What follows belongs to an exercise in optimizing a design on an open flow for small area, a short achievable clock period and few clock cycles; a production flow would make more cautious choices.
Only simulation tests tie the RTL to the original design; equivalence was not proved.
Power and IR drop assume default switching activity.

--- flow/config.mk ---
export PLATFORM = sky130hd
export DESIGN_NAME = vec_accel
export DESIGN_NICKNAME = vec_accel
export VERILOG_FILES = /design/flow/design.v
export SDC_FILE = /design/flow/constraint.sdc
export NUM_CORES = 4
export LEC_CHECK = 0
export CAP_MARGIN = 20
export CORE_MARGIN = 2
export CORE_UTILIZATION = 40
export PLACE_DENSITY = 0.6
export SLEW_MARGIN = 20
--- flow/constraint.sdc ---
create_clock -name core_clock -period 10.0 [get_ports {clk}]
set_input_delay 2.0000 -clock core_clock [delete_from_list [all_inputs] [get_ports {clk}]]
set_output_delay 2.0000 -clock core_clock [all_outputs]
set_load 0.01 [all_outputs]
--- flow/design.v ---
`timescale 1ns/1ps
module vector_element_alu (
        input  logic [7:0] A,
        input  logic [7:0] B,
        input  logic [2:0] sel,
        output logic [7:0] S
    );
    logic [7:0] add_sub_out;
    logic [7:0] mult_out;
    logic [7:0] cmp_out;
    assign add_sub_out = A + (B ^ {8{sel[0]}}) + {7'd0, sel[0]};
    assign mult_out    = A * B;
    assign cmp_out     = {{7{add_sub_out[7]}}, |add_sub_out};
    always_comb begin
        case (sel)
            3'b000, 3'b001: S = add_sub_out;
            3'b010:         S = mult_out;
            3'b011:         S = cmp_out;
            3'b100:         S = A & B;
            3'b101:         S = A | B;
            3'b110:         S = A ^ B;
            default:        S = ~A;
        endcase
    end
endmodule
`timescale 1ns/1ps
module vec_accel (
        input  logic       clk,
        input  logic       rst_l,
        input  logic [7:0] in_data,
        input  logic       in_valid,
        output logic       in_ready,
        output logic [7:0] out_data,
        output logic       out_valid
    );
    localparam int LANES = 4;               
    localparam int K     = 16 / LANES;      
    localparam int KB    = $clog2(K);
    localparam int LB    = $clog2(LANES);
    localparam int CW    = 8 * LANES;       
    localparam int D     = 2;               
    localparam int WS    = K - D;           
    localparam int Q     = 4;               
    localparam int QB    = $clog2(Q);
    localparam int NR    = 17;              
    logic [KB-1:0] phase;
    always_ff @(posedge clk, negedge rst_l)
        if (!rst_l) phase <= '0;
        else        phase <= phase + 1'b1;
    logic [NR-1:0][K-1:0][CW-1:0] ring;
    logic [NR-1:0] wr_en;
    logic [CW-1:0] wr_data;
    genvar gr, gs;
    generate
        for (gr = 0; gr < NR; gr++) begin : g_reg
            for (gs = 0; gs < K; gs++) begin : g_stage
                if (gs == WS) begin : g_w
                    always_ff @(posedge clk)
                        ring[gr][gs] <= wr_en[gr] ? wr_data : ring[gr][(gs + 1) % K];
                end else begin : g_s
                    always_ff @(posedge clk)
                        ring[gr][gs] <= ring[gr][(gs + 1) % K];
                end
            end
        end
    endgenerate
    typedef enum logic [2:0] {S_LO, S_HI, S_LEN, S_SCAL, S_VEC} fstate_t;
    typedef enum logic [3:0] {
        F_NOP, F_LOAD, F_BCAST, F_RET, F_MOV, F_VVI, F_VV, F_VSI, F_VSA, F_RED
    } fkind_t;
    fstate_t    fst;
    fkind_t     fk;
    logic [7:0] inst_lo, inst_hi;
    logic [4:0] len_r;
    logic [7:0] scal_r;
    logic [3:0] idx;
    logic       vec_last;
    logic [15:0][7:0] imm;
    logic       imm_we_q;
    logic [3:0] imm_idx_q;
    logic [7:0] imm_byte_q;
    logic       imm_owned;
    logic       imm_release;
    logic [QB:0] cnt_res;       
    logic        push_d;        
    logic        p_valid;       
    logic        pop;
    fkind_t hi_kind;
    always_comb begin
        hi_kind = F_NOP;
        if (!inst_lo[7]) begin
            if (inst_lo[6:4] == 3'b001)      hi_kind = F_LOAD;
            else if (inst_lo[6:4] == 3'b010) hi_kind = F_BCAST;
        end else begin
            case (in_data[7:4])
                4'b0001: hi_kind = F_RET;
                4'b0010: hi_kind = F_MOV;
                4'b1110: hi_kind = F_VVI;
                4'b1010: hi_kind = F_VV;
                4'b1111: hi_kind = F_VSI;
                4'b1011: hi_kind = F_VSA;
                4'b1001, 4'b1000: hi_kind = F_RED;
                default: hi_kind = F_NOP;
            endcase
        end
    end
    logic room_needed;
    assign room_needed = (fst != S_LO) && !(fst == S_VEC && !vec_last);
    assign in_ready = !(room_needed && cnt_res == Q[QB:0]) &&
                      !(fst == S_VEC && idx == 4'd0 && imm_owned);
    logic take;
    assign take = in_valid && in_ready;
    always_comb begin
        push_d = 1'b0;
        if (take) begin
            case (fst)
                S_HI:   push_d = hi_kind == F_RET || hi_kind == F_MOV || hi_kind == F_VV ||
                                 hi_kind == F_VSA || hi_kind == F_RED;
                S_LEN:  push_d = fk != F_BCAST && in_data[4:0] == 5'd0;
                S_SCAL: push_d = 1'b1;
                S_VEC:  push_d = vec_last;
                default: push_d = 1'b0;
            endcase
        end
    end
    always_ff @(posedge clk, negedge rst_l) begin
        if (!rst_l) begin
            fst       <= S_LO;
            fk        <= F_NOP;
            idx       <= '0;
            vec_last  <= 1'b0;
            imm_we_q  <= 1'b0;
            imm_owned <= 1'b0;
            p_valid   <= 1'b0;
            cnt_res   <= '0;
        end else begin
            imm_we_q <= take && fst == S_VEC;
            p_valid  <= push_d;
            cnt_res  <= cnt_res + push_d - pop;
            if (imm_release)
                imm_owned <= 1'b0;
            if (take) begin
                case (fst)
                    S_LO: fst <= S_HI;
                    S_HI: begin
                        fk <= hi_kind;
                        if (hi_kind == F_LOAD || hi_kind == F_BCAST || hi_kind == F_VVI)
                            fst <= S_LEN;
                        else if (hi_kind == F_VSI)
                            fst <= S_SCAL;
                        else
                            fst <= S_LO;
                    end
                    S_LEN: begin
                        idx      <= '0;
                        vec_last <= in_data[4:0] == 5'd1;
                        if (fk == F_BCAST)
                            fst <= S_SCAL;
                        else if (in_data[4:0] == 5'd0)
                            fst <= S_LO;
                        else
                            fst <= S_VEC;
                    end
                    S_SCAL: fst <= S_LO;
                    S_VEC: begin
                        if (idx == 4'd0)
                            imm_owned <= 1'b1;
                        idx      <= idx + 1'b1;
                        vec_last <= {1'b0, idx} + 5'd2 == len_r;
                        if (vec_last)
                            fst <= S_LO;
                    end
                    default: fst <= S_LO;
                endcase
            end
        end
    end
    always_ff @(posedge clk) begin
        if (take && fst == S_LO) inst_lo <= in_data;
        if (take && fst == S_HI) inst_hi <= in_data;
        if (take && fst == S_LEN) len_r <= in_data[4:0];
        if (take && fst == S_SCAL) scal_r <= in_data;
        imm_idx_q  <= idx;
        imm_byte_q <= in_data;
        if (imm_we_q)
            imm[imm_idx_q] <= imm_byte_q;
    end
    localparam logic [1:0] B_VB = 2'd0, B_IMM = 2'd1, B_SCAL = 2'd2, B_ACC = 2'd3;
    typedef struct packed {
        logic [3:0] a;
        logic [3:0] b;
        logic [2:0] op;         
        logic [1:0] bsel;
        logic       mask;       
        logic [4:0] len;
        logic [7:0] scal;
        logic       we;         
        logic       zero_a;
        logic       red;
        logic       red_ret;
        logic       own_imm;
        logic       ret;        
    } op_t;
    logic [15:0][4:0] vlen;
    logic [4:0] la, lb, lnew;
    op_t        pe;
    logic       lwe;
    assign la = vlen[inst_lo[3:0]];
    assign lb = vlen[inst_hi[3:0]];
    always_comb begin
        pe         = '0;
        pe.a       = inst_lo[3:0];
        pe.b       = inst_hi[3:0];
        pe.op      = inst_lo[6:4];
        pe.len     = len_r;
        pe.scal    = scal_r;
        lwe        = 1'b0;
        lnew       = len_r;
        case (fk)
            F_LOAD: begin
                pe.we = 1'b1; pe.zero_a = 1'b1; pe.op = 3'b101; pe.bsel = B_IMM; pe.mask = 1'b1;
                pe.own_imm = len_r != 5'd0;
                lwe = 1'b1; lnew = len_r;
            end
            F_BCAST: begin
                pe.we = 1'b1; pe.zero_a = 1'b1; pe.op = 3'b101; pe.bsel = B_SCAL; pe.mask = 1'b1;
                lwe = 1'b1; lnew = len_r;
            end
            F_MOV: begin
                pe.we = 1'b1; pe.zero_a = 1'b1; pe.op = 3'b101; pe.bsel = B_VB;
                lwe = 1'b1; lnew = lb;
            end
            F_RET: begin
                pe.ret = 1'b1; pe.zero_a = 1'b1; pe.op = 3'b101; pe.bsel = B_VB; pe.len = lb;
            end
            F_VVI: begin
                pe.we = 1'b1; pe.bsel = B_IMM; pe.mask = 1'b1;
                pe.own_imm = len_r != 5'd0;
                lwe = 1'b1; lnew = (la > len_r) ? la : len_r;
            end
            F_VV: begin
                pe.we = 1'b1; pe.bsel = B_VB;
                lwe = 1'b1; lnew = (la > lb) ? la : lb;
            end
            F_VSI: begin
                pe.we = 1'b1; pe.bsel = B_SCAL;
            end
            F_VSA: begin
                pe.we = 1'b1; pe.bsel = B_ACC;
            end
            F_RED: begin
                pe.red = 1'b1; pe.red_ret = inst_hi[4]; pe.len = la;
            end
            default: ;
        endcase
    end
    always_ff @(posedge clk)
        if (p_valid && lwe)
            vlen[inst_lo[3:0]] <= lnew;
    localparam int OPW = 33;             
    logic [Q-1:0][OPW-1:0] qmem;
    logic [QB-1:0] q_wp, q_rp;
    logic [QB:0]   q_cnt;
    always_ff @(posedge clk)
        if (p_valid)
            qmem[q_wp] <= pe;
    always_ff @(posedge clk, negedge rst_l) begin
        if (!rst_l) begin
            q_wp  <= '0;
            q_rp  <= '0;
            q_cnt <= '0;
        end else begin
            if (p_valid) q_wp <= q_wp + 1'b1;
            if (pop)     q_rp <= q_rp + 1'b1;
            q_cnt <= q_cnt + p_valid - pop;
        end
    end
    op_t qh;
    assign qh = qmem[q_rp];
    op_t           cur;
    logic          busy;
    logic [KB-1:0] scnt;
    logic [4:0] out_cnt;
    logic [3:0] out_idx;
    logic [3:0] out_dly;
    logic       red_pending;
    logic [7:0] red_byte;
    logic [7:0] acc;
    logic x_valid, x_first, x_last, x_red, x_red_ret;
    logic red_busy, hazard, start;
    assign red_busy = red_pending || (busy && cur.red_ret) || (x_valid && x_red_ret);
    always_comb begin
        hazard = 1'b0;
        if (qh.bsel == B_ACC && !qh.red && busy && cur.red && !cur.red_ret)
            hazard = 1'b1;
        if (qh.ret && (out_cnt != 5'd0 || red_busy))
            hazard = 1'b1;
        if (qh.red && qh.red_ret && red_busy)
            hazard = 1'b1;
    end
    assign start = q_cnt != '0 && (!busy || scnt == KB'(K - 1)) && !hazard;
    assign pop   = start;
    assign imm_release = busy && scnt == KB'(K - 1) && cur.own_imm;
    always_ff @(posedge clk, negedge rst_l) begin
        if (!rst_l) begin
            busy <= 1'b0;
            scnt <= '0;
        end else begin
            if (start) begin
                busy <= 1'b1;
                scnt <= '0;
            end else if (busy) begin
                scnt <= scnt + 1'b1;
                if (scnt == KB'(K - 1))
                    busy <= 1'b0;
            end
        end
    end
    always_ff @(posedge clk)
        if (start)
            cur <= qh;
    logic [CW-1:0] head_a, head_b, imm_c;
    logic [NR-1:0][CW-1:0] heads;
    logic [K-1:0][CW-1:0]  obuf;
    logic [3:0]            cur_a, cur_b;
    generate
        for (gr = 0; gr < NR; gr++) begin : g_head
            assign heads[gr] = ring[gr][0];
        end
        for (gs = 0; gs < K; gs++) begin : g_obuf
            assign obuf[gs] = ring[16][gs];
        end
    endgenerate
    assign cur_a  = cur.a;
    assign cur_b  = cur.b;
    assign head_a = heads[cur_a];
    assign head_b = heads[cur_b];
    logic [4:0] lane0;
    assign lane0 = 5'(phase) * 5'(LANES);
    always_comb
        for (int l = 0; l < LANES; l++)
            imm_c[l*8 +: 8] = imm[4'(lane0 + 5'(l))];
    logic [CW-1:0]    r_b, r_a;
    logic [LANES-1:0] r_in;
    always_comb begin
        for (int l = 0; l < LANES; l++) begin
            r_in[l] = lane0 + 5'(l) < cur.len;
            case (cur.bsel)
                B_VB:    r_b[l*8 +: 8] = head_b[l*8 +: 8];
                B_IMM:   r_b[l*8 +: 8] = imm_c[l*8 +: 8];
                B_SCAL:  r_b[l*8 +: 8] = cur.scal;
                default: r_b[l*8 +: 8] = acc;
            endcase
            if (cur.mask && !r_in[l])
                r_b[l*8 +: 8] = 8'h00;
            r_a[l*8 +: 8] = cur.zero_a ? 8'h00 : head_a[l*8 +: 8];
        end
    end
    logic [CW-1:0]    x_a, x_b;
    logic [2:0]       x_op;
    logic [NR-1:0]    x_we;
    logic [LANES-1:0] x_rmask;
    logic [1:0]       x_rop;
    always_ff @(posedge clk, negedge rst_l) begin
        if (!rst_l) begin
            x_valid   <= 1'b0;
            x_first   <= 1'b0;
            x_last    <= 1'b0;
            x_red     <= 1'b0;
            x_red_ret <= 1'b0;
            x_we      <= '0;
        end else begin
            x_valid   <= busy;
            x_first   <= busy && scnt == '0;
            x_last    <= busy && scnt == KB'(K - 1);
            x_red     <= busy && cur.red;
            x_red_ret <= busy && cur.red && cur.red_ret;
            x_we      <= '0;
            if (busy) begin
                if (cur.we)  x_we[cur.a] <= 1'b1;
                if (cur.ret) x_we[16]    <= 1'b1;
            end
        end
    end
    always_ff @(posedge clk) begin
        x_op  <= cur.op;
        x_rop <= cur.op[1:0];
        x_a     <= r_a;
        x_b     <= r_b;
        x_rmask <= r_in;
    end
    genvar gl;
    generate
        for (gl = 0; gl < LANES; gl++) begin : g_lane
            vector_element_alu alu (
                .A(x_a[gl*8 +: 8]),
                .B(x_b[gl*8 +: 8]),
                .sel(x_op),
                .S(wr_data[gl*8 +: 8])
            );
        end
    endgenerate
    assign wr_en = x_we;
    logic [7:0] racc, rnext;
    logic [LANES-1:0][7:0] v;
    logic [7:0] ident, m;
    always_comb begin
        case (x_rop)
            2'b00, 2'b01: ident = 8'h00;
            2'b10:        ident = 8'h7f;
            default:      ident = 8'h80;
        endcase
        for (int l = 0; l < LANES; l++)
            v[l] = x_rmask[l] ? x_a[l*8 +: 8] : ident;
        m = x_first ? ident : racc;
        case (x_rop)
            2'b00: begin
                for (int l = 0; l < LANES; l++) m = m + v[l];
            end
            2'b01: begin
                for (int l = 0; l < LANES; l++) m = m | v[l];
            end
            2'b10: begin
                for (int l = 0; l < LANES; l++)
                    if ($signed(v[l]) < $signed(m)) m = v[l];
            end
            default: begin
                for (int l = 0; l < LANES; l++)
                    if ($signed(v[l]) > $signed(m)) m = v[l];
            end
        endcase
        rnext = m;
    end
    always_ff @(posedge clk) begin
        if (x_red)
            racc <= rnext;
        if (x_red && x_last && !x_red_ret)
            acc <= rnext;
        if (x_red_ret && x_last)
            red_byte <= rnext;
    end
    logic [KB-1:0] out_stage;
    logic [CW-1:0] out_chunk;
    assign out_stage = KB'(out_idx >> LB) - phase;
    assign out_chunk = obuf[out_stage];
    always_ff @(posedge clk, negedge rst_l) begin
        if (!rst_l) begin
            out_cnt     <= '0;
            out_idx     <= '0;
            out_dly     <= '0;
            red_pending <= 1'b0;
            out_valid   <= 1'b0;
            out_data    <= 8'h00;
        end else begin
            out_valid <= 1'b0;
            if (out_dly != 4'd0)
                out_dly <= out_dly - 1'b1;
            if (out_cnt != 5'd0 && out_dly == 4'd0) begin
                out_valid <= 1'b1;
                out_data  <= out_chunk[out_idx[LB-1:0]*8 +: 8];
                out_idx   <= out_idx + 1'b1;
                out_cnt   <= out_cnt - 1'b1;
            end else if (out_cnt == 5'd0 && red_pending) begin
                out_valid   <= 1'b1;
                out_data    <= red_byte;
                red_pending <= 1'b0;
            end
            if (start && qh.ret) begin
                out_cnt <= qh.len;
                out_idx <= '0;
                out_dly <= 4'(K + 1);
            end
            if (x_red_ret && x_last)
                red_pending <= 1'b1;
        end
    end
endmodule
--- flow/run.sh ---
#!/bin/bash
# synth_recipe.tcl (not shown) runs the flow's synth.tcl, then flattens the netlist and writes it again
# the make line also repeats each setting of config.mk as NAME=value (left out here)
make -C /OpenROAD-flow-scripts/flow DESIGN_CONFIG=/design/flow/config.mk WORK_HOME=/design/flow/orfs CLKGATE_MAP_FILE= SYNTH_SCRIPT=/design/flow/synth_recipe.tcl finish
==> notes.md, run 1 <==
Synth
Counting flops with an async set or reset pin after synthesis yields a share of 2.72%. The average instance in the mapped netlist occupies 14.2 µm². The synthesized design contains 423 enable-type register cells.

Counting every net in the synthesized netlist gives 7106. The count of state elements after synthesis is 2757. The count of unique library cells instantiated by Yosys is 88. Summing every instance area after synthesis gives 96300 µm². The sequential cell area fraction in the yosys report is 62.1%. By area the synthesized netlist is led by sky130_fd_sc_hd__dfxtp_1 47%, sky130_fd_sc_hd__edfxtp_1 13%, sky130_fd_sc_hd__mux4_2 11%. The fraction of synthesized cell area taken by the top area cell type is 47.0%.

The biggest area contributor in the post-synthesis netlist is sky130_fd_sc_hd__dfxtp_1. During synthesis, Yosys emitted a total of 2 warnings. The cell count after synthesis is 6766. In the synthesized netlist the dominant register cell turns out to be sky130_fd_sc_hd__dfxtp_1.

Clocking
The clock reaches the later pin of the worst-skew pair after 0.94 ns. The buffer type at the clock tree root is sky130_fd_sc_hd__clkbuf_16. Counting every sink on the clock net gives 2757. TritonCTS built the clock tree. The clock passes through at most 4 buffers. In this run, post-CTS repair resized a total of 2 instances. After clock tree synthesis, the clock-pin slew on the worst setup and hold paths is 0.07 ns. The H-tree was split into 5 levels. Post-CTS timing repair inserted 0 buffers for setup. The hold buffer count at CTS is 0. The TritonCTS buffer count is 293.

Worst setup path
The path type of the worst setup path is register to register. The master of the slowest instance on the critical path is sky130_fd_sc_hd__mux2_2. Data on the critical path is required at its endpoint by 10.73 ns. Data arrives at the worst endpoint at 10.06 ns. Of all nets on the critical path, the largest fanout is 12. On the worst path, the slowest cell contributes a delay of 0.43 ns. The sort of element at the start of the critical path is a register. The worst setup path is captured at a register.

Die
21 I/O pins were placed. Once the floorplan was initialized, standard cells occupied 40.1% of the core. The cell row count is 180. The region available for standard cell placement spans 240000 µm². From left edge to right edge, the die measures 495 µm. The die footprint is 245000 µm². The vertical die dimension is 495 µm.

Layout
The layout overhead on the synthesized area is 14.5%. The utilization after layout is 45.9%. Counting the fill cells in the layout gives 21200. In the final layout, the multi-input gates occupy 34100 µm².

The post-route standard cell area excluding fillers is 110000 µm². Leaving out filler cells and counting taps, the final layout contains 10300. In the final layout, flip-flops and latches occupy 59900 µm². The number of nets at the end of the flow is 7221.

The post-route netlist has 25.2% of its cells at a drive strength greater than 1.

Timing
Setup violations remaining at the end of the flow were counted as 0. The final number of hold-violating endpoints is 0. After layout, the minimum clock period comes to 9.32 ns. The post-route clock period utilization is 93.2%. The post-route clock skew is 0.0859 ns. The worst setup slack after layout is 0.675 ns. The worst slack on hold paths is 0.273 ns. For the pin with the worst max-slew slack, the measured transition is 1.11 ns. The timing-limited maximum frequency is 107 MHz. In this run the tightest slew margin relative to its limit is 25.5%. Setup repair after global routing left no endpoint under its margin. The max-slew violation total from the final report came to 0.

The aggregate negative setup slack is 0 ns.

Detailed routing
After detailed routing, the number of remaining DRC violations is 0. The detailed router placed 54500 vias in this run. Dividing the detail-routed via count by the number of cells gives 5.30. The detail route stage leaves a number of antenna-violating nets equal to 0.

The overall routed net length is 255000 µm. The initial DRC count is 4496. The detailed-routing iteration count for the pre-antenna-repair pass is 6. After detailed routing, the average wire length per cell comes to 24.8 µm.

Place
In this run the cell area measured after placement is 100000 µm². The weighted congestion reported at the end of routability-driven placement is 0.932. The HPWL after detailed placement is 162000 µm.

The number of buffer cells added on primary ports is 20. The worst slack at placement is 0.0129 ns. The cell total after placement is 9769.

Flow run
The reported max-cap violation count is 0.

Worst hold path
In this run the worst hold path is classified as register to register.

Power and ir drop
For this design the ratio of total power to cell area is 413 nW/µm². After layout, the design draws a total of 45.5 mW. The largest voltage drop on the vdd net is 0.474 mV. Summed over all cells, the static leakage comes to 43.6 nW.

Global routing
The global-route wire length before repair is 377000 µm. The remaining global-route overflow is 0. The initial antenna violation count was 18. The via count of the first global-routing pass is 55700. The total global-route track usage is 20.7%. The maximum number of pins on one net before global-route repair is 90.

Status
The run finished with no timing, DRC or antenna violations.
[layout make-up]
type	count	area share [%]
Sequential cell	2757	54.3
Multi-Input combinational cell	3330	30.9
Clock buffer	398	7.57
Tap cell	3185	3.61
Clock inverter	109	1.28
Inverter	346	1.18
Timing Repair Buffer	153	1.14
Antenna cell	4	0.00907
[synthesized netlist by cell type (37+ instances only)]
library cell	n
sky130_fd_sc_hd__mux2i_1	49
sky130_fd_sc_hd__edfxtp_1	423
sky130_fd_sc_hd__o21ai_0	192
sky130_fd_sc_hd__a21o_1	37
sky130_fd_sc_hd__dfrtp_1	75
sky130_fd_sc_hd__ha_1	258
sky130_fd_sc_hd__o22ai_1	58
sky130_fd_sc_hd__a21oi_1	149
sky130_fd_sc_hd__mux4_2	467
sky130_fd_sc_hd__a211oi_1	44
sky130_fd_sc_hd__dfxtp_1	2259
sky130_fd_sc_hd__fa_1	71
sky130_fd_sc_hd__nand2_1	306
sky130_fd_sc_hd__a22o_1	121
sky130_fd_sc_hd__buf_1	70
sky130_fd_sc_hd__nor2b_1	94
sky130_fd_sc_hd__xnor2_1	109
sky130_fd_sc_hd__mux2_2	652
sky130_fd_sc_hd__inv_1	343
sky130_fd_sc_hd__nor2_1	242
sky130_fd_sc_hd__clkbuf_1	259
sky130_fd_sc_hd__nor3_1	59
sky130_fd_sc_hd__xor2_1	67
[cell families (layout without fill, tap and decap cells)]
family                   after synthesis  count (layout)  synth area share (%)
flip-flops                          2757            2757                  62.1
multiplexers                        1172            1172                  19.1
AND/OR/NAND/NOR                      851             851                  4.04
AO/OA/AOI/OAI                        801             801                  5.65
buffers and inverters                679            1006                  2.65
adder cells (fa/ha/maj)              330             330                  4.84
XOR/XNOR                             176             176                  1.60
other                                  0               4                     0
[sequential cells by signal, indices dropped and copies added (netlist names), 17 cells and up]
signal / flops
ring: 2176
qmem: 132
x_b: 32
x_we: 17
imm: 128
cur: 33
x_a: 32
vlen: 80
[metal layers]
metal,track usage (%),share of wire (%),vias to the layer above
met5,0,0.011,-
met4,6.02,2.6,4
met3,3.25,5.5,433
met2,33.2,47,1621
met1,28.9,45,28000
li1,-,-,24500
[worst max-delay path: cells and delay by family (launching register included)]
family          cells  cell delay (ns)
mux                 3             1.23
compound gates     19             4.42
flops               1             0.41
buf+inv             3             0.54
simple gates        7             1.34
fa+ha+maj           4             1.23
[power by group]
part           total, mW  switching, mW  internal (mW)
logic               17.2           10.3           6.97
registers           17.3           1.99           15.3
clock network       11.0           4.33           6.62
total               45.5           16.6           28.9
[path summary, 6_finish.rpt]
path / startpoint / endpoint / slack, ns / depth (start not counted)
max: x_a[2] / racc[5] / 0.68 / 36
min: ring[712] / ring[680] / 0.27 / 0
max reg2reg: x_a[2] / racc[5] / 0.68 / 36
min reg2reg: ring[712] / ring[680] / 0.27 / 0
max in group asynchronous: rst_l / out_idx[1] / 7.81 / 2
min in group asynchronous: rst_l / fk[2] / 1.01 / 1
[cell usage in the layout (no fill, tap or decap), drive strengths merged, types with 65 or more instances in the layout]
master and instances:
a22o 121, nor2b 94, nor2 242, edfxtp 423, dfrtp 75, a21oi 149
clkinv 65, fa 71, nand2 306, mux4 467, inv 351, xnor2 109
ha 258, mux2 655, buf 134, xor2 67, o21ai 195, clkbuf 398
dfxtp 2259
Testbench counts, summed over its fixed seeds: cycles 25,813.
==> run 2, diff against run 1 <==
--- a/flow/design.v
+++ b/flow/design.v
@@ -1,25 +1,38 @@
 `timescale 1ns/1ps
-module vector_element_alu (
+module vector_element_alu_x1 (
         input  logic [7:0] A,
         input  logic [7:0] B,
         input  logic [2:0] sel,
-        output logic [7:0] S
+        output logic [7:0] R,
+        output logic [3:0] MHI
     );
     logic [7:0] add_sub_out;
-    logic [7:0] mult_out;
-    logic [7:0] cmp_out;
+    logic [7:0] mlo;
     assign add_sub_out = A + (B ^ {8{sel[0]}}) + {7'd0, sel[0]};
-    assign mult_out    = A * B;
-    assign cmp_out     = {{7{add_sub_out[7]}}, |add_sub_out};
+    assign mlo         = A * {4'd0, B[3:0]};
+    assign MHI         = A[3:0] * B[7:4];
+    always_comb begin
+        case (sel)
+            3'b000, 3'b001, 3'b011: R = add_sub_out;
+            3'b010:                 R = mlo;
+            3'b100:                 R = A & B;
+            3'b101:                 R = A | B;
+            3'b110:                 R = A ^ B;
+            default:                R = ~A;
+        endcase
+    end
+endmodule
+module vector_element_alu_x2 (
+        input  logic [7:0] R,
+        input  logic [3:0] MHI,
+        input  logic [2:0] sel,
+        output logic [7:0] S
+    );
     always_comb begin
         case (sel)
-            3'b000, 3'b001: S = add_sub_out;
-            3'b010:         S = mult_out;
-            3'b011:         S = cmp_out;
-            3'b100:         S = A & B;
-            3'b101:         S = A | B;
-            3'b110:         S = A ^ B;
-            default:        S = ~A;
+            3'b010:  S = {R[7:4] + MHI, R[3:0]};
+            3'b011:  S = {{7{R[7]}}, |R};
+            default: S = R;
         endcase
     end
 endmodule
@@ -38,7 +51,7 @@
     localparam int KB    = $clog2(K);
     localparam int LB    = $clog2(LANES);
     localparam int CW    = 8 * LANES;       
-    localparam int D     = 2;               
+    localparam int D     = 3;               
     localparam int WS    = K - D;           
     localparam int Q     = 4;               
     localparam int QB    = $clog2(Q);
@@ -104,24 +117,60 @@
             endcase
         end
     end
-    logic room_needed;
-    assign room_needed = (fst != S_LO) && !(fst == S_VEC && !vec_last);
-    assign in_ready = !(room_needed && cnt_res == Q[QB:0]) &&
-                      !(fst == S_VEC && idx == 4'd0 && imm_owned);
     logic take;
     assign take = in_valid && in_ready;
+    fstate_t     fst_n;
+    logic [3:0]  idx_n;
+    logic        vec_last_n, imm_owned_n;
+    logic [QB:0] cnt_res_n;
     always_comb begin
-        push_d = 1'b0;
+        push_d      = 1'b0;
+        fst_n       = fst;
+        idx_n       = idx;
+        vec_last_n  = vec_last;
+        imm_owned_n = imm_owned && !imm_release;
         if (take) begin
             case (fst)
-                S_HI:   push_d = hi_kind == F_RET || hi_kind == F_MOV || hi_kind == F_VV ||
-                                 hi_kind == F_VSA || hi_kind == F_RED;
-                S_LEN:  push_d = fk != F_BCAST && in_data[4:0] == 5'd0;
-                S_SCAL: push_d = 1'b1;
-                S_VEC:  push_d = vec_last;
-                default: push_d = 1'b0;
+                S_LO: fst_n = S_HI;
+                S_HI: begin
+                    push_d = hi_kind == F_RET || hi_kind == F_MOV || hi_kind == F_VV ||
+                             hi_kind == F_VSA || hi_kind == F_RED;
+                    if (hi_kind == F_LOAD || hi_kind == F_BCAST || hi_kind == F_VVI)
+                        fst_n = S_LEN;
+                    else if (hi_kind == F_VSI)
+                        fst_n = S_SCAL;
+                    else
+                        fst_n = S_LO;
+                end
+                S_LEN: begin
+                    idx_n      = '0;
+                    vec_last_n = in_data[4:0] == 5'd1;
+                    if (fk == F_BCAST)
+                        fst_n = S_SCAL;
+                    else if (in_data[4:0] == 5'd0) begin
+                        push_d = 1'b1;
+                        fst_n  = S_LO;
+                    end else
+                        fst_n = S_VEC;
+                end
+                S_SCAL: begin
+                    push_d = 1'b1;
+                    fst_n  = S_LO;
+                end
+                S_VEC: begin
+                    if (idx == 4'd0)
+                        imm_owned_n = 1'b1;
+                    idx_n      = idx + 1'b1;
+                    vec_last_n = {1'b0, idx} + 5'd2 == len_r;
+                    if (vec_last) begin
+                        push_d = 1'b1;
+                        fst_n  = S_LO;
+                    end
+                end
+                default: fst_n = S_LO;
             endcase
         end
+        cnt_res_n = cnt_res + push_d - pop;
     end
     always_ff @(posedge clk, negedge rst_l) begin
         if (!rst_l) begin
@@ -133,46 +182,20 @@
             imm_owned <= 1'b0;
             p_valid   <= 1'b0;
             cnt_res   <= '0;
+            in_ready  <= 1'b1;
         end else begin
-            imm_we_q <= take && fst == S_VEC;
-            p_valid  <= push_d;
-            cnt_res  <= cnt_res + push_d - pop;
-            if (imm_release)
-                imm_owned <= 1'b0;
-            if (take) begin
-                case (fst)
-                    S_LO: fst <= S_HI;
-                    S_HI: begin
-                        fk <= hi_kind;
-                        if (hi_kind == F_LOAD || hi_kind == F_BCAST || hi_kind == F_VVI)
-                            fst <= S_LEN;
-                        else if (hi_kind == F_VSI)
-                            fst <= S_SCAL;
-                        else
-                            fst <= S_LO;
-                    end
-                    S_LEN: begin
-                        idx      <= '0;
-                        vec_last <= in_data[4:0] == 5'd1;
-                        if (fk == F_BCAST)
-                            fst <= S_SCAL;
-                        else if (in_data[4:0] == 5'd0)
-                            fst <= S_LO;
-                        else
-                            fst <= S_VEC;
-                    end
-                    S_SCAL: fst <= S_LO;
-                    S_VEC: begin
-                        if (idx == 4'd0)
-                            imm_owned <= 1'b1;
-                        idx      <= idx + 1'b1;
-                        vec_last <= {1'b0, idx} + 5'd2 == len_r;
-                        if (vec_last)
-                            fst <= S_LO;
-                    end
-                    default: fst <= S_LO;
-                endcase
-            end
+            imm_we_q  <= take && fst == S_VEC;
+            p_valid   <= push_d;
+            cnt_res   <= cnt_res_n;
+            fst       <= fst_n;
+            idx       <= idx_n;
+            vec_last  <= vec_last_n;
+            imm_owned <= imm_owned_n;
+            if (take && fst == S_HI)
+                fk <= hi_kind;
+            in_ready  <= !(fst_n != S_LO && !(fst_n == S_VEC && !vec_last_n) &&
+                           cnt_res_n == Q[QB:0]) &&
+                         !(fst_n == S_VEC && idx_n == 4'd0 && imm_owned_n);
         end
     end
     always_ff @(posedge clk) begin
@@ -287,11 +310,14 @@
     logic [7:0] red_byte;
     logic [7:0] acc;
     logic x_valid, x_first, x_last, x_red, x_red_ret;
+    logic y_valid, y_first, y_last, y_red, y_red_ret;
     logic red_busy, hazard, start;
-    assign red_busy = red_pending || (busy && cur.red_ret) || (x_valid && x_red_ret);
+    assign red_busy = red_pending || (busy && cur.red && cur.red_ret) ||
+                      (x_red && x_red_ret) || (y_red && y_red_ret);
     always_comb begin
         hazard = 1'b0;
-        if (qh.bsel == B_ACC && !qh.red && busy && cur.red && !cur.red_ret)
+        if (qh.bsel == B_ACC && !qh.red &&
+            ((busy && cur.red && !cur.red_ret) || (x_red && !x_red_ret)))
             hazard = 1'b1;
         if (qh.ret && (out_cnt != 5'd0 || red_busy))
             hazard = 1'b1;
@@ -358,9 +384,8 @@
     end
     logic [CW-1:0]    x_a, x_b;
     logic [2:0]       x_op;
-    logic [NR-1:0]    x_we;
+    logic [NR-1:0]    x_we, y_we;
     logic [LANES-1:0] x_rmask;
-    logic [1:0]       x_rop;
     always_ff @(posedge clk, negedge rst_l) begin
         if (!rst_l) begin
             x_valid   <= 1'b0;
@@ -369,6 +394,12 @@
             x_red     <= 1'b0;
             x_red_ret <= 1'b0;
             x_we      <= '0;
+            y_valid   <= 1'b0;
+            y_first   <= 1'b0;
+            y_last    <= 1'b0;
+            y_red     <= 1'b0;
+            y_red_ret <= 1'b0;
+            y_we      <= '0;
         end else begin
             x_valid   <= busy;
             x_first   <= busy && scnt == '0;
@@ -380,63 +411,87 @@
                 if (cur.we)  x_we[cur.a] <= 1'b1;
                 if (cur.ret) x_we[16]    <= 1'b1;
             end
+            y_valid   <= x_valid;
+            y_first   <= x_first;
+            y_last    <= x_last;
+            y_red     <= x_red;
+            y_red_ret <= x_red_ret;
+            y_we      <= x_we;
         end
     end
     always_ff @(posedge clk) begin
-        x_op  <= cur.op;
-        x_rop <= cur.op[1:0];
+        x_op    <= cur.op;
         x_a     <= r_a;
         x_b     <= r_b;
         x_rmask <= r_in;
     end
+    logic [2:0]                y_op;
+    logic [LANES-1:0][7:0]     y_res;
+    logic [LANES-1:0][3:0]     y_mhi;
+    logic [LANES-1:0][7:0]     x_res;
+    logic [LANES-1:0][3:0]     x_mhi;
     genvar gl;
     generate
         for (gl = 0; gl < LANES; gl++) begin : g_lane
-            vector_element_alu alu (
+            vector_element_alu_x1 alu1 (
                 .A(x_a[gl*8 +: 8]),
                 .B(x_b[gl*8 +: 8]),
                 .sel(x_op),
+                .R(x_res[gl]),
+                .MHI(x_mhi[gl])
+            );
+            vector_element_alu_x2 alu2 (
+                .R(y_res[gl]),
+                .MHI(y_mhi[gl]),
+                .sel(y_op),
                 .S(wr_data[gl*8 +: 8])
             );
         end
     endgenerate
-    assign wr_en = x_we;
-    logic [7:0] racc, rnext;
-    logic [LANES-1:0][7:0] v;
-    logic [7:0] ident, m;
-    always_comb begin
+    always_ff @(posedge clk) begin
+        y_op  <= x_op;
+        y_res <= x_res;
+        y_mhi <= x_mhi;
+    end
+    assign wr_en = y_we;
+    logic [1:0] x_rop, y_rop;
+    assign x_rop = x_op[1:0];
+    function automatic logic [7:0] rcomb(input logic [1:0] op, input logic [7:0] p,
+                                         input logic [7:0] q);
+        logic lt;
+        lt = $signed(p) < $signed(q);
+        case (op)
+            2'b00:   rcomb = p + q;
+            2'b01:   rcomb = p | q;
+            2'b10:   rcomb = lt ? p : q;
+            default: rcomb = lt ? q : p;
+        endcase
+    endfunction
+    logic [7:0] ident;
+    always_comb
         case (x_rop)
             2'b00, 2'b01: ident = 8'h00;
             2'b10:        ident = 8'h7f;
             default:      ident = 8'h80;
         endcase
+    logic [LANES-1:0][7:0] rv;
+    logic [7:0] rpart, y_rpart, racc, rnext;
+    always_comb begin
         for (int l = 0; l < LANES; l++)
-            v[l] = x_rmask[l] ? x_a[l*8 +: 8] : ident;
-        m = x_first ? ident : racc;
-        case (x_rop)
-            2'b00: begin
-                for (int l = 0; l < LANES; l++) m = m + v[l];
-            end
-            2'b01: begin
-                for (int l = 0; l < LANES; l++) m = m | v[l];
-            end
-            2'b10: begin
-                for (int l = 0; l < LANES; l++)
-                    if ($signed(v[l]) < $signed(m)) m = v[l];
-            end
-            default: begin
-                for (int l = 0; l < LANES; l++)
-                    if ($signed(v[l]) > $signed(m)) m = v[l];
-            end
-        endcase
-        rnext = m;
+            rv[l] = x_rmask[l] ? x_a[l*8 +: 8] : ident;
+        rpart = rcomb(x_rop, rcomb(x_rop, rv[0], rv[1]), rcomb(x_rop, rv[2], rv[3]));
+    end
+    always_ff @(posedge clk) begin
+        y_rop   <= x_rop;
+        y_rpart <= rpart;
     end
+    assign rnext = y_first ? y_rpart : rcomb(y_rop, racc, y_rpart);
     always_ff @(posedge clk) begin
-        if (x_red)
+        if (y_red)
             racc <= rnext;
-        if (x_red && x_last && !x_red_ret)
+        if (y_red && y_last && !y_red_ret)
             acc <= rnext;
-        if (x_red_ret && x_last)
+        if (y_red && y_red_ret && y_last)
             red_byte <= rnext;
     end
     logic [KB-1:0] out_stage;
@@ -468,9 +523,9 @@
             if (start && qh.ret) begin
                 out_cnt <= qh.len;
                 out_idx <= '0;
-                out_dly <= 4'(K + 1);
+                out_dly <= 4'(K + D - 1);
             end
-            if (x_red_ret && x_last)
+            if (y_red && y_red_ret && y_last)
                 red_pending <= 1'b1;
         end
     end
==> run 2 against run 1 <==
  * Still clean
  * Total power down 6.7%
  * Non-clock buffer count shrank 42
  * Synthesized cell count is 12% higher
  * Critical path depth down 19
  * Global-route usage barely moved
  * Fmax rose by 32%
  * Core utilization down 0.15 points
  * Clock skew rose by 0.011 ns
  * Clock-buffer cell count grew 13
  * Register-to-register slack better by 2.3 ns
  * Cell count increased by 6.8%
  * Flip-flop and latch count is 80 higher
==> notes.md, run 2 <==
Synth
The synthesized net count is 7895 (was 7106). The cell count after synthesis is 7553 (was 6766). The cell with the most instances after synthesis is sky130_fd_sc_hd__dfxtp_1 (unchanged). The count of state elements after synthesis is 2837 (was 2757). The fraction of synthesized cell area taken by the top area cell type is 47.2% (was 47.0%). Ranking of synthesized cells by area: sky130_fd_sc_hd__dfxtp_1 47%, sky130_fd_sc_hd__edfxtp_1 13%, sky130_fd_sc_hd__mux4_2 11% (unchanged). The largest area contributor in the synthesized netlist is sky130_fd_sc_hd__dfxtp_1 (unchanged).

The post-synthesis area per instance is 13.0 µm² (was 14.2 µm²). The count of unique library cells instantiated by Yosys is 85 (was 88). The share of flip-flops with an asynchronous set or reset came to 3.38% (was 2.72%).

Post-synth top cells: 2318 x sky130_fd_sc_hd__dfxtp_1, 704 x sky130_fd_sc_hd__nor2_1, 571 x sky130_fd_sc_hd__a21oi_1, 477 x sky130_fd_sc_hd__mux4_2, 423 x sky130_fd_sc_hd__edfxtp_1 (was 2259 x sky130_fd_sc_hd__dfxtp_1, 652 x sky130_fd_sc_hd__mux2_2, 467 x sky130_fd_sc_hd__mux4_2, 423 x sky130_fd_sc_hd__edfxtp_1, 343 x sky130_fd_sc_hd__inv_1). The summed instance area of the synthesized netlist is 98300 µm² (was 96300 µm²). The sequential cell area fraction in the yosys report is 62.6% (was 62.1%). The top flip-flop cell by instance count after synthesis is sky130_fd_sc_hd__dfxtp_1 (unchanged).

The number of synthesized flops with an enable pin is 423 (unchanged). The Yosys warning count is 3 (was 2).

Timing
The post-route clock period utilization is 70.6% (was 93.2%). The timing-limited maximum frequency is 142 MHz (was 107 MHz). The worst slack on hold paths came to 0.242 ns (was 0.273 ns). The final number of hold-violating endpoints is 0 (unchanged). RSZ-0062 raised after global routing: false (unchanged).

The worst setup slack after layout is 2.94 ns (was 0.675 ns). The post-route minimum period came to 7.06 ns (was 9.32 ns). The slew at the pin closest to its max-slew limit came to 1.31 ns (was 1.11 ns).

The final setup violation count came to 0 (unchanged). The post-route clock skew is 0.0973 ns (was 0.0859 ns). The max-slew violation total from the final report is 0 (unchanged).

The worst slew margin relative to its limit is 12.5% (was 25.5%). The aggregate negative setup slack came to 0 ns (unchanged).

Place
The number of buffer cells added on primary ports is 20 (unchanged). The HPWL reported at the end of detailed placement was 167000 µm (was 162000 µm). The worst slack at placement is 2.90 ns (was 0.0129 ns). The weighted congestion reported at the end of routability-driven placement was 0.930 (was 0.932).

Power and ir drop
The clock share of power is 25.8% (was 24.1%). The relative contribution of combinational cells to total power is 32.1% (was 37.9%). The switching part of the total power was 34.9% (was 36.5%).

The total power per unit cell area is 381 nW/µm² (was 413 nW/µm²). The leakage component of the power is 44.4 nW (was 43.6 nW). The net switching power of the design is 14.8 mW (was 16.6 mW). The power consumption is 42.5 mW (was 45.5 mW). The largest voltage drop on the vdd net is 0.269 mV (was 0.474 mV). The sequential fraction of design power was 42.1% (was 38.1%). The internal power contribution is 27.7 mW (was 28.9 mW).

Layout
Most frequent cells in the layout: 2314 x sky130_fd_sc_hd__dfxtp_1, 703 x sky130_fd_sc_hd__nor2_1, 555 x sky130_fd_sc_hd__a21oi_1, 477 x sky130_fd_sc_hd__mux4_2, 423 x sky130_fd_sc_hd__edfxtp_1 (was 2255 x sky130_fd_sc_hd__dfxtp_1, 652 x sky130_fd_sc_hd__mux2_2, 467 x sky130_fd_sc_hd__mux4_2, 423 x sky130_fd_sc_hd__edfxtp_1, 343 x sky130_fd_sc_hd__inv_1). Largest regs: ring x2176, qmem x132, imm x128 (unchanged). The fraction of layout cells with a size suffix above 1 is 16.7% (was 25.2%).

The register name with the most flops is ring (unchanged). The number of nets at the end of the flow is 7914 (was 7221). The leading cell type in the layout, fill and taps excluded is sky130_fd_sc_hd__dfxtp_1 (unchanged). The number of fill cells is 21600 (was 21200).

The layout overhead on the synthesized area is 13.5% (was 14.5%). The flip-flop count of the largest register, all copies and words added came to 2176 (unchanged).

Global routing
The via count of the first global-routing pass is 60100 (was 55700). The initial antenna violation count was 9 (was 18). The maximum number of pins on one net before global-route repair is 100 (was 90). The total global-route track usage is 20.7% (about the same).

The remaining global-route overflow came to 0 (unchanged). The global-route wire length before repair came to 391000 µm (was 377000 µm).

Detailed routing
The highest metal layer with signal wires was met5 (unchanged). The initial DRC count was 5031 (was 4496). The met3 wire length is 14900 µm (was 14000 µm). The detailed-routing iteration count for the pre-antenna-repair pass is 6 (unchanged). The number of vias in the routed layout came to 58500 (was 54500). The count of antenna-violating nets left after detailed routing is 0 (unchanged).

The routed metal-1 wire length is 116000 µm (about the same). The overall routed net length is 261000 µm (was 255000 µm). The wire length on met2 came to 122000 µm (was 119000 µm). The detailed-route DRC error count is 0 (unchanged). The average via count per standard cell is 5.33 (was 5.30). The average detailed-routed wire length per instance was 23.8 µm (was 24.8 µm).

Worst setup path
The peak fanout along the critical path came to 49 (was 12). The path type of the worst setup path is register to register (unchanged). The depth of the worst register-to-register path is 17 (was 36). The endpoint type of the worst setup path was a register (unchanged). The data arrival time of the critical path was 7.78 ns (was 10.06 ns). The required time of the critical path is 10.73 ns (about the same). The sort of element at the start of the critical path is a register (unchanged).

Clocking
The post-CTS setup repair buffer count is 0 (unchanged). The TritonCTS clock tree is built (unchanged). The worst-case clock buffer depth is 4 (unchanged). The number of gates given a new drive strength after cts is 0 (was 2). The clock transition time at the flip-flop clock pins of the worst setup and hold paths is 0.06 ns (was 0.07 ns).

The TritonCTS buffer count was 293 (unchanged). The buffer type at the clock tree root is sky130_fd_sc_hd__clkbuf_16 (unchanged). The hold buffer count at CTS came to 0 (unchanged). The clock sink count is 2837 (was 2757). The latest clock arrival within the worst-skew pair is 0.96 ns (was 0.94 ns). The depth of the CTS H-tree is 5 (unchanged).

Die
The die footprint is 250000 µm² (was 245000 µm²). The top-level I/O count is 21 (unchanged). The starting density of the core is 40.3% (was 40.1%). The cell row count is 181 (was 180). The die width is 500 µm (was 495 µm). The floorplan core area is 244000 µm² (was 240000 µm²).

The vertical die dimension came to 500 µm (was 495 µm).

Status
Outcome: no timing/DRC/antenna violations (unchanged).

Flow run
The reported max-cap violation count is 0 (unchanged).

Worst hold path
The number of cells traversed by the worst hold path was 0 (unchanged). The type of the most critical hold path is register to register (unchanged).
## run 2: cell count changes after synthesis, sizes merged, moves of 40 or more
| cell | previous run | this run |
|---|---|---|
| nor2 | 242 | 704 |
| mux2 | 655 | 203 |
| a21oi | 149 | 571 |
| inv | 343 | 405 |
| dfxtp | 2259 | 2318 |
| mux2i | 50 | 102 |
| a22o | 121 | 71 |
| nand2 | 306 | 349 |
| o221ai | 2 | 43 |
| o22ai | 58 | 99 |
| clkbuf | 259 | 299 |
## run 2: critical path, cell delays in order (launching register included)
cell	delay (ns)
sky130_fd_sc_hd__dfxtp_4	0.77
sky130_fd_sc_hd__nand2b_2	0.79
sky130_fd_sc_hd__buf_4	0.40
sky130_fd_sc_hd__o21ai_0	0.19
sky130_fd_sc_hd__ha_1	0.43
sky130_fd_sc_hd__or3b_2	0.14
sky130_fd_sc_hd__a31oi_1	0.12
sky130_fd_sc_hd__a211oi_4	0.89
sky130_fd_sc_hd__mux4_2	0.60
sky130_fd_sc_hd__o21ai_1	0.26
sky130_fd_sc_hd__inv_1	0.15
sky130_fd_sc_hd__ha_1	0.22
sky130_fd_sc_hd__o311ai_0	0.50
sky130_fd_sc_hd__a211oi_1	0.23
sky130_fd_sc_hd__o31ai_1	0.31
sky130_fd_sc_hd__xnor2_1	0.20
sky130_fd_sc_hd__nor2_1	0.49
sky130_fd_sc_hd__a221oi_1	0.17
## run 2: through the flow
step           cells  utilization [%]  instance area [µm²]
6_report       11000             45.8               112000
5_1_grt        11000             45.8               112000
4_1_cts        11000             45.8               112000
3_5_place_dp   10500             41.8               102000
3_3_place_gp   10500             41.8               102000
2_1_floorplan   7553                -                98300
## run 2: final timing paths
check / start / to / slack, ns
max in group asynchronous: rst_l / y_we[14] / 7.59
worst min register to register: ring[293] / ring[261] / 0.24
worst max-delay path: x_op[0] / y_rpart[3] / 2.94
worst min-delay path: ring[293] / ring[261] / 0.24
worst max register to register: x_op[0] / y_rpart[3] / 2.94
min in group asynchronous: rst_l / fst[1] / 1.19
## run 2: layout make-up
cell class	count	area (µm²)	area share, %
Sequential cell	2837	61600	55.2
Multi-Input combinational cell	3921	33900	30.4
Clock buffer	411	8490	7.60
Tap cell	3202	4010	3.59
Inverter	408	1530	1.37
Clock inverter	88	1140	1.02
Timing Repair Buffer	111	937	0.840
Antenna cell	2	5.00	0.00449
## run 2: logic make-up (layout without fill, tap and decap cells)
group                      after synthesis  in the layout  share of synthesized area [%]
DFF                                   2837           2837                           62.6
and+or+nand+nor                       1366           1366                           5.97
AOI/OAI and AO/OA                     1276           1276                           7.98
buffers and inverters                  795           1018                           3.10
muxes                                  782            782                           14.3
adders and majority gates              331            331                           4.60
xor gates and xnor gates               166            166                           1.48
other                                    0              2                              0
## run 2: metal layers
layer	vias up	global-route usage, %
met5	-	0
met4	2	7.01
met3	440	3.36
met2	1815	33.6
met1	29500	28.1
li1	26700	-
## run 2: power by group through the flow
| stage | clock (mW) | sequential (mW) | combinational [mW] |
|---|---|---|---|
| final | 11.0 | 17.9 | 13.6 |
| after global routing | 11.6 | 18.3 | 14.8 |
| after CTS | 11.1 | 17.9 | 13.7 |
| after detailed placement | 0 | 18.1 | 13.6 |
| after global placement | 0 | 17.9 | 13.4 |
| after floorplan | 0 | 16.9 | 9.54 |
Testbench counts of run 2, summed over its fixed seeds: cycles 25,990.
==> run 3, diff against run 2 <==
--- a/flow/config.mk
+++ b/flow/config.mk
@@ -5,8 +5,10 @@
 export SDC_FILE = /design/flow/constraint.sdc
 export NUM_CORES = 4
 export LEC_CHECK = 0
+export ABC_CLOCK_PERIOD_IN_PS = 4000
 export CAP_MARGIN = 20
 export CORE_MARGIN = 2
 export CORE_UTILIZATION = 40
 export PLACE_DENSITY = 0.6
+export SETUP_SLACK_MARGIN = 5
 export SLEW_MARGIN = 20
==> run 3 against run 2 <==
  * Still clean
  * First-iteration DRC count rose by 1.9%
  * Cell count rose by 0.71%
  * Hold slack got worse by 0.0081 ns
  * Via count rose by 0.76%
  * Setup slack improved by 2.2 ns
  * Clock power barely moved
  * Clock-buffer cell count fell by 5
  * Combinational power rose by 11%
  * Sequential power barely moved
  * Sequential share of layout area fell by 0.68 points
  * Core utilization rose by 0.58 points
  * Area after synthesis did not move
  * Critical path type unchanged
  * Highest routed layer unchanged
==> notes.md, run 3 <==
Status
Outcome: no timing/DRC/antenna violations (unchanged).

Worst setup path
The launching instance or port of the critical path is x_op[1] (was x_op[0]). The data arrival time of the critical path is 5.63 ns (was 7.78 ns). The required time of the critical path is 10.76 ns (was 10.73 ns). The path type of the worst setup path was register to register (unchanged). The sort of element at the start of the critical path is a register (unchanged). The peak fanout along the critical path is 7 (was 49). The endpoint type of the worst setup path is a register (unchanged). The beginning of the worst register-to-register path is x_op[1] (was x_op[0]).

Global routing
The total global-route track usage was 20.8% (was 20.7%). The via count of the first global-routing pass was 60200 (was 60100). The global-route wire length before repair is 395000 µm (was 391000 µm).

The maximum number of pins on one net before global-route repair is 104 (was 100). The remaining global-route overflow is 0 (unchanged). The initial antenna violation count is 16 (was 9).

Detailed routing
The initial DRC count came to 5126 (was 5031). The number of vias in the routed layout is 59000 (was 58500). The detailed-routing iteration count for the pre-antenna-repair pass is 6 (unchanged). The average via count per standard cell is 5.33 (about the same).

The average detailed-routed wire length per instance is 23.8 µm (about the same). The detailed-route DRC error count was 0 (unchanged). The count of antenna-violating nets left after detailed routing is 0 (unchanged). The overall routed net length is 263000 µm (was 261000 µm).

Timing
The post-route clock period utilization was 48.7% (was 70.6%). The worst slew margin relative to its limit is 20.9% (was 12.5%). The post-route minimum period is 4.87 ns (was 7.06 ns). The slew at the pin closest to its max-slew limit came to 1.19 ns (was 1.31 ns). The post-route clock skew is 0.116 ns (was 0.0973 ns).

The final setup violation count is 0 (unchanged). The timing-limited maximum frequency is 205 MHz (was 142 MHz). The max-slew violation total from the final report is 0 (unchanged). RSZ-0062 raised after global routing: false (unchanged). The final number of hold-violating endpoints is 0 (unchanged).

The aggregate negative setup slack was 0 ns (unchanged).

Clocking
The hold buffer count at CTS was 0 (unchanged). The TritonCTS clock tree is built (unchanged). The latest clock arrival within the worst-skew pair is 0.97 ns (was 0.96 ns). The worst-case clock buffer depth is 4 (unchanged).

The buffer type at the clock tree root is sky130_fd_sc_hd__clkbuf_16 (unchanged). The TritonCTS buffer count was 302 (was 293). The depth of the CTS H-tree came to 5 (unchanged). The clock sink count is 2837 (unchanged). The clock transition time at the flip-flop clock pins of the worst setup and hold paths is 0.06 ns (about the same).

Layout
The leading cell type in the layout, fill and taps excluded is sky130_fd_sc_hd__dfxtp_1 (unchanged). The fraction of layout cells with a size suffix above 1 was 18.8% (was 16.7%). The non-filler instance count after layout is 11100 (was 11000).

Most frequent cells in the layout: 2310 x sky130_fd_sc_hd__dfxtp_1, 697 x sky130_fd_sc_hd__nor2_1, 534 x sky130_fd_sc_hd__a21oi_1, 477 x sky130_fd_sc_hd__mux4_2, 423 x sky130_fd_sc_hd__edfxtp_1 (was 2314 x sky130_fd_sc_hd__dfxtp_1, 703 x sky130_fd_sc_hd__nor2_1, 555 x sky130_fd_sc_hd__a21oi_1, 477 x sky130_fd_sc_hd__mux4_2, 423 x sky130_fd_sc_hd__edfxtp_1). Largest regs: ring x2176, qmem x132, imm x128 (unchanged). The register name with the most flops is ring (unchanged). The layout overhead on the synthesized area is 15.0% (was 13.5%).

The flip-flop count of the largest register, all copies and words added was 2176 (unchanged). The number of nets at the end of the flow is 7983 (was 7914). The number of fill cells is 21400 (was 21600).

Power and ir drop
The total power per unit cell area is 389 nW/µm² (was 381 nW/µm²). The largest voltage drop on the vdd net is 0.224 mV (was 0.269 mV). The leakage component of the power is 44.9 nW (was 44.4 nW).

Synth
The Yosys warning count is 3 (unchanged). The largest area contributor in the synthesized netlist was sky130_fd_sc_hd__dfxtp_1 (unchanged). The count of state elements after synthesis is 2837 (unchanged). The top flip-flop cell by instance count after synthesis was sky130_fd_sc_hd__dfxtp_1 (unchanged).

The number of synthesized flops with an enable pin was 423 (unchanged). The sequential cell area fraction in the yosys report came to 62.6% (unchanged). The fraction of synthesized cell area taken by the top area cell type is 47.2% (unchanged). The count of unique library cells instantiated by Yosys came to 85 (unchanged). The synthesized net count was 7895 (unchanged). The summed instance area of the synthesized netlist came to 98300 µm² (unchanged). The cell with the most instances after synthesis is sky130_fd_sc_hd__dfxtp_1 (unchanged).

The post-synthesis area per instance is 13.0 µm² (unchanged). Post-synth top cells: 2318 x sky130_fd_sc_hd__dfxtp_1, 704 x sky130_fd_sc_hd__nor2_1, 571 x sky130_fd_sc_hd__a21oi_1, 477 x sky130_fd_sc_hd__mux4_2, 423 x sky130_fd_sc_hd__edfxtp_1 (unchanged). Ranking of synthesized cells by area: sky130_fd_sc_hd__dfxtp_1 47%, sky130_fd_sc_hd__edfxtp_1 13%, sky130_fd_sc_hd__mux4_2 11% (unchanged).

The cell count after synthesis is 7553 (unchanged). The share of flip-flops with an asynchronous set or reset came to 3.38% (unchanged).

Place
The weighted congestion reported at the end of routability-driven placement was 0.891 (was 0.930). The number of buffer cells added on primary ports is 20 (unchanged). The cell total after placement is 10500 (about the same). The HPWL reported at the end of detailed placement is 167000 µm (about the same).

Die
The floorplan core area is 244000 µm² (unchanged). The starting density of the core is 40.3% (unchanged). The die width is 500 µm (unchanged).

The cell row count is 181 (unchanged). The top-level I/O count is 21 (unchanged). The die footprint is 250000 µm² (unchanged). The vertical die dimension is 500 µm (unchanged).

Worst hold path
The type of the most critical hold path is register to register (unchanged). The worst min-delay path startpoint is ring[120] (was ring[293]).

Flow run
The reported max-cap violation count is 0 (unchanged).
-- run 3: repair_timing --
| action | 4_1_cts | 5_1_grt |
|---|---|---|
| pin swaps | 14 | 28 |
| resized for setup | 88 | 74 |
| setup endpoints to repair | 9 | 19 |
| setup buffers | 40 | 13 |
| cloned | 3 | 1 |
-- run 3: kinds of logic after synthesis --
family                   share of synthesized area, %
AO/OA/AOI/OAI                                    7.98
XOR/XNOR                                         1.48
adder cells (fa/ha/maj)                          4.60
buffers and inverters                            3.10
flip-flops                                       62.6
multiplexers                                     14.3
AND/OR/NAND/NOR                                  5.97
-- run 3: final cells by class --
class                      instances  area, µm²  area share (%)
antenna                            3       7.51         0.00664
clock buffer                     406       8510            7.54
clock inverter                   110       1230            1.09
inverter                         408       1530            1.36
multi-input combinational       3922      34600            30.6
sequential                      2837      61600            54.5
tap                             3202       4010            3.55
timing repair buffer             170       1520            1.35
-- run 3: path summary, 6_finish.rpt --
kind	to	slack [ns]	cells after the start
worst max-delay path	y_rpart[1]	5.13	23
worst min-delay path	ring[88]	0.23	0
max in group asynchronous	phase[0]	7.59	2
worst max register to register	y_rpart[1]	5.13	23
worst min register to register	ring[88]	0.23	0
min in group asynchronous	idx[2]	1.12	1
-- run 3: through the flow --
stage / hold slack (ns) / instance area [µm²] / utilization [%] / setup slack, ns / power, mW
final: 0.234 / 113000 / 46.4 / 5.13 / 44.0
after global routing: 0.243 / 113000 / 46.4 / 4.99 / 46.2
after CTS: 0.240 / 113000 / 46.2 / 4.99 / 43.7
after detailed placement: 0.312 / 102000 / 41.8 / 2.64 / 31.7
after global placement: 0.310 / 102000 / 41.8 / 2.64 / 31.4
after floorplan: 0.310 / 98300 / - / 5.10 / 26.5
-- run 3: metal layers --
layer	track usage, %	up-vias	wire length [µm]
met1	28.6	29900	117000
met5	0	-	28
met2	33.7	1784	123000
li1	-	26900	-
met3	3.13	411	14400
met4	7.01	4	8310
-- run 3: critical path, stage by stage (launching register included) --
cell and delay [ns]:
sky130_fd_sc_hd__dfxtp_4 0.36, sky130_fd_sc_hd__buf_12 0.13, sky130_fd_sc_hd__nor3b_4 0.36, sky130_fd_sc_hd__buf_4 0.19, sky130_fd_sc_hd__a21oi_4 0.05, sky130_fd_sc_hd__inv_1 0.09
sky130_fd_sc_hd__ha_2 0.30, sky130_fd_sc_hd__or3b_4 0.40, sky130_fd_sc_hd__a31oi_4 0.22, sky130_fd_sc_hd__a211oi_4 0.08, sky130_fd_sc_hd__buf_6 0.16, sky130_fd_sc_hd__buf_4 0.13
sky130_fd_sc_hd__mux2i_1 0.12, sky130_fd_sc_hd__a21oi_2 0.25, sky130_fd_sc_hd__buf_4 0.15, sky130_fd_sc_hd__buf_4 0.10, sky130_fd_sc_hd__ha_2 0.17, sky130_fd_sc_hd__nor2_2 0.05
sky130_fd_sc_hd__o311ai_4 0.35, sky130_fd_sc_hd__a211oi_4 0.12, sky130_fd_sc_hd__o31ai_4 0.27, sky130_fd_sc_hd__xnor2_4 0.14, sky130_fd_sc_hd__and2_4 0.24, sky130_fd_sc_hd__a221o_1 0.32
-- run 3: where the power goes --
| group | internal [mW] | switching (mW) | total (mW) |
|---|---|---|---|
| registers | 15.6 | 2.25 | 17.9 |
| logic | 6.32 | 8.77 | 15.1 |
| clock network | 6.56 | 4.46 | 11.0 |
| total | 28.5 | 15.5 | 44.0 |

-- separate check: timing with driven ports --
How much do the figures lean on ideal ports? The routed layouts below were timed once more, with nothing changed but the port constraints.
Step 1 sets driving cells, clkbuf_16 on the clock port and buf_2 on the other inputs (assumed; they add their load-dependent delay and slew).
Step 2, shift: input delay + t, output delay - t, t = (earliest + latest rising clock arrival at the registers) / 2. This alone moves slack from input paths to output paths.
Slacks: ideal / step 1 / step 2; pairs: ideal / step 1.
run | t, ns | slack for setup (ns) | worst setup path at the end
run 1 | 0.992 | 0.675 / 0.675 / 0.675 | register to register
run 2 | 1.001 | 2.945 / 2.945 / 2.945 | register to register
run 3 | 0.997 | 5.126 / 5.126 / 4.372 | input to register
After both steps every run listed still meets setup and hold. The setup slack of run 3, which loses most, moves by 0.000 ns with the drivers and by -0.754 ns with both steps.
